Context: an optimization exercise on an open-source flow, tuned for small area. The choices shown serve that exercise and are no tape-out recipe. RTL that was checked went through simulation tests only; none was proved equivalent to the original. Power figures rest on the tool's default switching activity, not on a simulated workload.

== red ==
==> flow/design.v <==
module test_pattern4 (
	input  wire        act,
	input  wire [8:0]  xl,
	input  wire [10:0] y,
	output wire [95:0] rgb
);
	wire [8:0] yh = y[10:2];
	wire [1:0] yl = y[1:0];
	wire y_edge  = ( y == 11'd0 ) || ( y == 11'd1599 );
	wire y_sqh   = ( y == 11'd500 ) || ( y == 11'd1099 );
	wire y_sqin  = ( y >= 11'd500 ) && ( y < 11'd1100 );
	wire x_sqin  = ( xl >= 9'd125 ) && ( xl < 9'd275 );
	wire upper   = ( y <= 11'd1200 );
	wire diag    = ( xl == yh );
	localparam [9:0] AD = 10'd399;
	wire [8:0] ap = xl ^ yh;
	wire [8:0] ag = xl & yh;
	wire [9:0] cneed = { 1'b0, ap ^ AD[8:0] };
	wire [8:0] cmade;
	genvar i;
	generate for( i = 0; i < 9; i = i + 1 ) begin : g_ad
		assign cmade[i] = AD[i] ? ag[i] : ( xl[i] | yh[i] );
	end endgenerate
	wire adiag = ( cneed[0] == 1'b0 ) && ( cmade == cneed[9:1] );
	wire lt57 = xl < 9'd57;
	wire lt114 = xl < 9'd114,  eq114 = xl == 9'd114;
	wire lt171 = xl < 9'd171,  eq171 = xl == 9'd171;
	wire lt228 = xl < 9'd228,  eq228 = xl == 9'd228;
	wire lt285 = xl < 9'd285,  eq285 = xl == 9'd285;
	wire lt342 = xl < 9'd342,  eq342 = xl == 9'd342;
	wire lt66  = xl < 9'd66,   eq66  = xl == 9'd66;
	wire lt133 = xl < 9'd133,  eq133 = xl == 9'd133;
	wire lt200 = xl < 9'd200;
	wire lt266 = xl < 9'd266,  eq266 = xl == 9'd266;
	wire lt333 = xl < 9'd333,  eq333 = xl == 9'd333;
	wire wcom = y_edge || ( y_sqh && x_sqin );
	generate for( i = 0; i < 4; i = i + 1 ) begin : g_pix
		localparam [1:0] K = i;
		wire white = wcom ||
		             ( K == 2'd0 && ( xl == 9'd0 || ( xl == 9'd125 && y_sqin ) ) ) ||
		             ( K == 2'd3 && ( xl == 9'd399 || ( xl == 9'd274 && y_sqin ) ) ) ||
		             ( diag && yl == K ) || ( adiag && yl == ~K );
		wire t1 = !( lt57 );
		wire t2 = !( lt114 || ( eq114 && K < 1 ) );
		wire t3 = !( lt171 || ( eq171 && K < 1 ) );
		wire t4 = !( lt228 || ( eq228 && K < 2 ) );
		wire t5 = !( lt285 || ( eq285 && K < 2 ) );
		wire t6 = !( lt342 || ( eq342 && K < 3 ) );
		wire s1 = !( lt66  || ( eq66  && K < 2 ) );
		wire s2 = !( lt133 || ( eq133 && K < 1 ) );
		wire s3 = !( lt200 );
		wire s4 = !( lt266 || ( eq266 && K < 2 ) );
		wire s5 = !( lt333 || ( eq333 && K < 1 ) );
		wire ron = !t2 || ( t4 && !t6 );
		wire gon = !t4;
		wire bon = !t1 || ( t2 && !t3 ) || ( t4 && !t5 ) || t6;
		wire l1 = s1 && !s2;
		wire r7 = upper ? ron : l1;
		wire g7 = upper ? gon : l1;
		wire b7 = upper ? bon : l1;
		wire b6 = upper ? bon : !s3;
		wire r5 = !upper && s1 && !s3;
		wire r4 = !upper && s1 && !s5;
		wire r3 = !upper && ( l1 || ( s3 && !s4 ) || s5 );
		wire r2 = !upper && ( l1 || ( s3 && !s4 ) );
		wire r1 = !upper && ( ( s1 && !s3 ) || ( s4 && !s5 ) );
		wire r0 = !upper && ( l1 || s3 );
		wire g5 = !upper && !s2;
		wire g4 = !upper && ( l1 || ( s3 && !s5 ) );
		wire g1 = !upper && ( l1 || ( s4 && !s5 ) );
		wire g0 = !upper && ( !s2 || s3 );
		wire b3 = !upper && ( !s4 || s5 );
		wire b2 = !upper && ( !s2 || ( s3 && !s4 ) );
		wire [7:0] r = { r7, r7, r5, r4, r3, r2, r1, r0 };
		wire [7:0] g = { g7, g7, g5, g4, r3, r2, g1, g0 };
		wire [7:0] b = { b7, b6, r5, g4, b3, b2, r1, r0 };
		assign rgb[24*i+23:24*i] = {24{ act }} & ( {24{ white }} | { b, g, r } );
	end endgenerate
endmodule
module pixel_source (
	clk,
	reset,
	vsync,
	hsync,
	active,
	rgb,
	ovl,
	led0
	);
	input wire clk;
	input wire reset;
	input wire vsync, hsync, active;
	output wire [95:0] rgb;
	output wire [3:0] ovl;
	output wire led0;
	reg a1, a2, a3, h1, h2, v1, v2, r1;
	always @(posedge clk) begin
		a1 <= active;
		a2 <= a1;
		a3 <= a2;
		h1 <= hsync;
		h2 <= h1;
		v1 <= vsync;
		v2 <= v1;
		r1 <= reset;
	end
	reg [10:0] y2;
	wire inc_m1 = a3 & ~a2;
	wire inc_0  = a2 & ~a1;
	wire [10:0] ym1 = v2 ? 11'd0 : y2 + { 10'd0, inc_m1 };
	wire [10:0] y0  = v1 ? 11'd0 : ym1 + { 10'd0, inc_0 };
	always @(posedge clk) y2 <= ym1;
	reg [8:0] px2;
	always @(posedge clk)
		px2 <= h2 ? 9'd0 : ( a2 & a3 ) ? px2 + 9'd1 : px2;
	test_pattern4 i_test_pat( .act( a3 ), .xl( px2 ), .y( y2 ), .rgb( rgb ) );
	reg [10:0] x1;
	wire [10:0] x0 = h1 ? 11'd0 : a1 ? x1 + 11'd1 : x1;
	always @(posedge clk) x1 <= x0;
	reg [31:0] cc1;
	wire [32:0] ct;
	assign ct[0] = 1'b1;
	genvar i;
	generate for( i = 0; i < 32; i = i + 1 ) begin : g_cc
		assign ct[i+1] = ct[i] & cc1[i];
	end endgenerate
	wire [31:0] cc0 = ~{ 32{ r1 } } & ( cc1 ^ ct[31:0] );
	always @(posedge clk) cc1 <= cc0;
	reg [31:0] frame_count;
	wire [32:0] ft;
	assign ft[0] = vsync;
	generate for( i = 0; i < 32; i = i + 1 ) begin : g_fc
		assign ft[i+1] = ft[i] & frame_count[i];
	end endgenerate
	always @(posedge clk)
		frame_count <= ~{ 32{ reset } } & ( frame_count ^ ft[31:0] );
	reg [7:0] commit_rom [63:0];
	initial $readmemb("commit.mem", commit_rom );
	wire win_m1 = ( ym1[10:4] == 7'd50 ) && ( x1[10:4] == 7'd1 );
	wire [5:0] raddr = win_m1 ? { x1[3:1], ym1[3:1] } : { cc1[29:27], 3'b111 };
	wire [7:0] rdata = commit_rom[ raddr ];
	function [4:0] font;
		input [3:0] d;
		input [2:0] r;
		begin
			case ( { d, r } )
			7'h00: font = 5'b01110;
			7'h01: font = 5'b10001;
			7'h02: font = 5'b10011;
			7'h03: font = 5'b10101;
			7'h04: font = 5'b11001;
			7'h05: font = 5'b10001;
			7'h06: font = 5'b01110;
			7'h07: font = 5'b00000;
			7'h08: font = 5'b00100;
			7'h09: font = 5'b01100;
			7'h0a: font = 5'b00100;
			7'h0b: font = 5'b00100;
			7'h0c: font = 5'b00100;
			7'h0d: font = 5'b00100;
			7'h0e: font = 5'b01110;
			7'h0f: font = 5'b00000;
			7'h10: font = 5'b01110;
			7'h11: font = 5'b10001;
			7'h12: font = 5'b00001;
			7'h13: font = 5'b00010;
			7'h14: font = 5'b00100;
			7'h15: font = 5'b01000;
			7'h16: font = 5'b11111;
			7'h17: font = 5'b00000;
			7'h18: font = 5'b11110;
			7'h19: font = 5'b00001;
			7'h1a: font = 5'b00001;
			7'h1b: font = 5'b01110;
			7'h1c: font = 5'b00001;
			7'h1d: font = 5'b00001;
			7'h1e: font = 5'b11110;
			7'h1f: font = 5'b00000;
			7'h20: font = 5'b10001;
			7'h21: font = 5'b10001;
			7'h22: font = 5'b10001;
			7'h23: font = 5'b11111;
			7'h24: font = 5'b00001;
			7'h25: font = 5'b00001;
			7'h26: font = 5'b00001;
			7'h27: font = 5'b00000;
			7'h28: font = 5'b11111;
			7'h29: font = 5'b10000;
			7'h2a: font = 5'b10000;
			7'h2b: font = 5'b11110;
			7'h2c: font = 5'b00001;
			7'h2d: font = 5'b00001;
			7'h2e: font = 5'b11110;
			7'h2f: font = 5'b00000;
			7'h30: font = 5'b01110;
			7'h31: font = 5'b10001;
			7'h32: font = 5'b10000;
			7'h33: font = 5'b11110;
			7'h34: font = 5'b10001;
			7'h35: font = 5'b10001;
			7'h36: font = 5'b01110;
			7'h37: font = 5'b00000;
			7'h38: font = 5'b11111;
			7'h39: font = 5'b00001;
			7'h3a: font = 5'b00001;
			7'h3b: font = 5'b00010;
			7'h3c: font = 5'b00100;
			7'h3d: font = 5'b00100;
			7'h3e: font = 5'b00100;
			7'h3f: font = 5'b00000;
			7'h40: font = 5'b01110;
			7'h41: font = 5'b10001;
			7'h42: font = 5'b10001;
			7'h43: font = 5'b01110;
			7'h44: font = 5'b10001;
			7'h45: font = 5'b10001;
			7'h46: font = 5'b01110;
			7'h47: font = 5'b00000;
			7'h48: font = 5'b01110;
			7'h49: font = 5'b10001;
			7'h4a: font = 5'b10001;
			7'h4b: font = 5'b01111;
			7'h4c: font = 5'b00001;
			7'h4d: font = 5'b10001;
			7'h4e: font = 5'b01110;
			7'h4f: font = 5'b00000;
			7'h50: font = 5'b01110;
			7'h51: font = 5'b10001;
			7'h52: font = 5'b10001;
			7'h53: font = 5'b10001;
			7'h54: font = 5'b11111;
			7'h55: font = 5'b10001;
			7'h56: font = 5'b10001;
			7'h57: font = 5'b00000;
			7'h58: font = 5'b11110;
			7'h59: font = 5'b10001;
			7'h5a: font = 5'b10001;
			7'h5b: font = 5'b11110;
			7'h5c: font = 5'b10001;
			7'h5d: font = 5'b10001;
			7'h5e: font = 5'b11110;
			7'h5f: font = 5'b00000;
			7'h60: font = 5'b01110;
			7'h61: font = 5'b10001;
			7'h62: font = 5'b10000;
			7'h63: font = 5'b10000;
			7'h64: font = 5'b10000;
			7'h65: font = 5'b10001;
			7'h66: font = 5'b01110;
			7'h67: font = 5'b00000;
			7'h68: font = 5'b11110;
			7'h69: font = 5'b10001;
			7'h6a: font = 5'b10001;
			7'h6b: font = 5'b10001;
			7'h6c: font = 5'b10001;
			7'h6d: font = 5'b10001;
			7'h6e: font = 5'b11110;
			7'h6f: font = 5'b00000;
			7'h70: font = 5'b11111;
			7'h71: font = 5'b10000;
			7'h72: font = 5'b10000;
			7'h73: font = 5'b11110;
			7'h74: font = 5'b10000;
			7'h75: font = 5'b10000;
			7'h76: font = 5'b11111;
			7'h77: font = 5'b00000;
			7'h78: font = 5'b11111;
			7'h79: font = 5'b10000;
			7'h7a: font = 5'b10000;
			7'h7b: font = 5'b11110;
			7'h7c: font = 5'b10000;
			7'h7d: font = 5'b10000;
			7'h7e: font = 5'b10000;
			7'h7f: font = 5'b00000;
			default: font = 5'b00000;
			endcase
		end
	endfunction
	wire [7:0] cx = x0[8:1];
	wire [6:0] cy = y0[10:4];
	wire hexwin = ( cx >= 8'd90 ) && ( cx <= 8'd97 ) && ( cy == 7'd4 || cy == 7'd6 );
	wire [31:0] num = ( cy[1] ) ? cc0 : frame_count;
	wire [2:0] nsel = 3'd1 - cx[2:0];
	wire [3:0] digit = num[ nsel*4 +: 4 ];
	wire [4:0] hglyph = font( digit, ym1[3:1] );
	wire [4:0] hg = hexwin ? hglyph : 5'd0;
	wire cwin = win_m1 && ( y0[3:1] != 3'b111 );
	wire [4:0] cg = cwin ? rdata[4:0] : 5'd0;
	reg [3:0] oreg;
	always @(posedge clk)
		oreg <= x1[0] ? ( { cg[1], cg[0], cg[0], 1'b0 } | { hg[4], hg[4], hg[3], hg[2] } )
		              : ( { cg[4], cg[4], cg[3], cg[2] } | { hg[1], hg[0], hg[0], 1'b0 } );
	assign ovl = oreg;
	wire [29:0] bcnt = cc0[29:0];
	assign led0 = ( bcnt[29:27] == 3'd7 ) ? 1'b0 :
	              ( bcnt[24:22] == 3'd0 ) ? 1'b1 :
	              ( bcnt[24:22] == 3'd2 ) ? 1'b1 :
	              ( bcnt[24:22] != 3'd1 ) ? 1'b0 :
	              ( bcnt[26:25] == 2'd0 ) ? rdata[3] :
	              ( bcnt[26:25] == 2'd1 ) ? rdata[2] :
	              ( bcnt[26:25] == 2'd2 ) ? rdata[1] :
	                                        rdata[0] ;
endmodule
Settings: LEC_CHECK=0, CAP_MARGIN=20, CORE_MARGIN=2, CORE_UTILIZATION=40, SLEW_MARGIN=20; clock period 5.0 ns.
run.sh (not shown) runs the stock make flow with config.mk's settings and CLKGATE_MAP_FILE= SYNTH_SCRIPT=/design/flow/synth_recipe.tcl, a recipe that flattens the netlist after the stock synthesis.
Nothing crashed in red and all stages finished; the problem is that the final layout failed, the offending checks being setup timing.
Here is what was changed in the inputs of blue compared with red.
--- a/flow/design.v
+++ b/flow/design.v
@@ -107,33 +107,33 @@
 	reg [10:0] y2;
 	wire inc_m1 = a3 & ~a2;
 	wire inc_0  = a2 & ~a1;
-	wire [10:0] ym1 = v2 ? 11'd0 : y2 + { 10'd0, inc_m1 };
-	wire [10:0] y0  = v1 ? 11'd0 : ym1 + { 10'd0, inc_0 };
+	wire [11:0] yp;
+	prefix_and #( 11 ) i_yp( .x( y2 ), .p( yp ) );
+	wire [10:0] ym1 = v2 ? 11'd0 : y2 ^ ( { 11{ inc_m1 } } & yp[10:0] );
+	wire [10:0] y0  = v1 ? 11'd0 :
+	                  v2 ? { 10'd0, inc_0 } : y2 ^ ( { 11{ inc_m1 | inc_0 } } & yp[10:0] );
 	always @(posedge clk) y2 <= ym1;
 	reg [8:0] px2;
+	wire [9:0] pxp;
+	prefix_and #( 9 ) i_pxp( .x( px2 ), .p( pxp ) );
 	always @(posedge clk)
-		px2 <= h2 ? 9'd0 : ( a2 & a3 ) ? px2 + 9'd1 : px2;
+		px2 <= h2 ? 9'd0 : px2 ^ ( { 9{ a2 & a3 } } & pxp[8:0] );
 	test_pattern4 i_test_pat( .act( a3 ), .xl( px2 ), .y( y2 ), .rgb( rgb ) );
 	reg [10:0] x1;
-	wire [10:0] x0 = h1 ? 11'd0 : a1 ? x1 + 11'd1 : x1;
+	wire [11:0] xp;
+	prefix_and #( 11 ) i_xp( .x( x1 ), .p( xp ) );
+	wire [10:0] x0 = h1 ? 11'd0 : x1 ^ ( { 11{ a1 } } & xp[10:0] );
 	always @(posedge clk) x1 <= x0;
 	reg [31:0] cc1;
 	wire [32:0] ct;
-	assign ct[0] = 1'b1;
-	genvar i;
-	generate for( i = 0; i < 32; i = i + 1 ) begin : g_cc
-		assign ct[i+1] = ct[i] & cc1[i];
-	end endgenerate
+	prefix_and #( 32 ) i_ccp( .x( cc1 ), .p( ct ) );
 	wire [31:0] cc0 = ~{ 32{ r1 } } & ( cc1 ^ ct[31:0] );
 	always @(posedge clk) cc1 <= cc0;
 	reg [31:0] frame_count;
 	wire [32:0] ft;
-	assign ft[0] = vsync;
-	generate for( i = 0; i < 32; i = i + 1 ) begin : g_fc
-		assign ft[i+1] = ft[i] & frame_count[i];
-	end endgenerate
+	prefix_and #( 32 ) i_fcp( .x( frame_count ), .p( ft ) );
 	always @(posedge clk)
-		frame_count <= ~{ 32{ reset } } & ( frame_count ^ ft[31:0] );
+		frame_count <= ~{ 32{ reset } } & ( frame_count ^ ( { 32{ vsync } } & ft[31:0] ) );
 	reg [7:0] commit_rom [63:0];
 	initial $readmemb("commit.mem", commit_rom );
 	wire win_m1 = ( ym1[10:4] == 7'd50 ) && ( x1[10:4] == 7'd1 );
@@ -301,3 +301,20 @@
 	              ( bcnt[26:25] == 2'd2 ) ? rdata[1] :
 	                                        rdata[0] ;
 endmodule
+module prefix_and #( parameter N = 32 ) ( input wire [N-1:0] x, output wire [N:0] p );
+	localparam G = ( N + 3 ) / 4;
+	wire [4*G-1:0] xx = { { ( 4*G - N ){ 1'b1 } }, x };
+	wire [G:0] gp;
+	assign gp[0] = 1'b1;
+	wire [4*G:0] pp;
+	genvar j;
+	generate for( j = 0; j < G; j = j + 1 ) begin : g_grp
+		assign gp[j+1] = gp[j] & ( &xx[4*j+3:4*j] );
+		assign pp[4*j]   = gp[j];
+		assign pp[4*j+1] = gp[j] & xx[4*j];
+		assign pp[4*j+2] = gp[j] & ( &xx[4*j+1:4*j] );
+		assign pp[4*j+3] = gp[j] & ( &xx[4*j+2:4*j] );
+	end endgenerate
+	assign pp[4*G] = gp[G];
+	assign p = pp[N:0];
+endmodule
==> comparison <==
- The higher fraction of final layout cells sized beyond drive strength 1 of red and blue is in red.
- Summary of blue over red: post-synthesis net count picked up an extra 2.1%; placed wire-length estimate after detailed placement lost 6.2%; overall power lost about 1.7%; post-synthesis to final-layout area growth lost 16 points; post-route met1 wirelength picked up an extra about 0.6%.
- Lower count of cells resized by post-cts repair was reported by blue, not red.
- blue vs red: minimum setup slack in the final design up
- Diff red -> blue | area after synthesis | down slightly
- blue: full flow OK, the timing, DRC and antenna checks passed
- Changes observed in blue relative to red: placeable core region -0.32%, net count of the finished layout -58, detailed-route wire length went down 1.2%.
- In blue, the met3 wire length came out about 8% below the value in red.
- red -> blue: number of filler cells placed in the layout increased by a little under 10%
No functional check of the RTL was part of blue.

==> afterwards: timing with drivers on the ports <==
How much do the figures lean on ideal ports? The routed layouts below were timed once more, with nothing changed but the port constraints. Step 1 (the two cells are an assumption about what drives the block):
set clk [get_ports {clk}]
set_driving_cell -lib_cell sky130_fd_sc_hd__clkbuf_16 $clk
set_driving_cell -lib_cell sky130_fd_sc_hd__buf_2 [delete_from_list [all_inputs] $clk]
Step 2 moves the port delays by t, midway between the first and last clock arrival at a register: inputs arrive t later, outputs are due t later. That takes back most of the time a late clock gives input paths. Three values: no drivers, after step 1, after step 2; two values: the first two.
run	t (ns)	setup slack, ns	worst setup path at the end
red	0.395	-2.067 / -2.110 / -2.032	register to register
blue	0.407	0.069 / 0.022 / 0.323	register to register
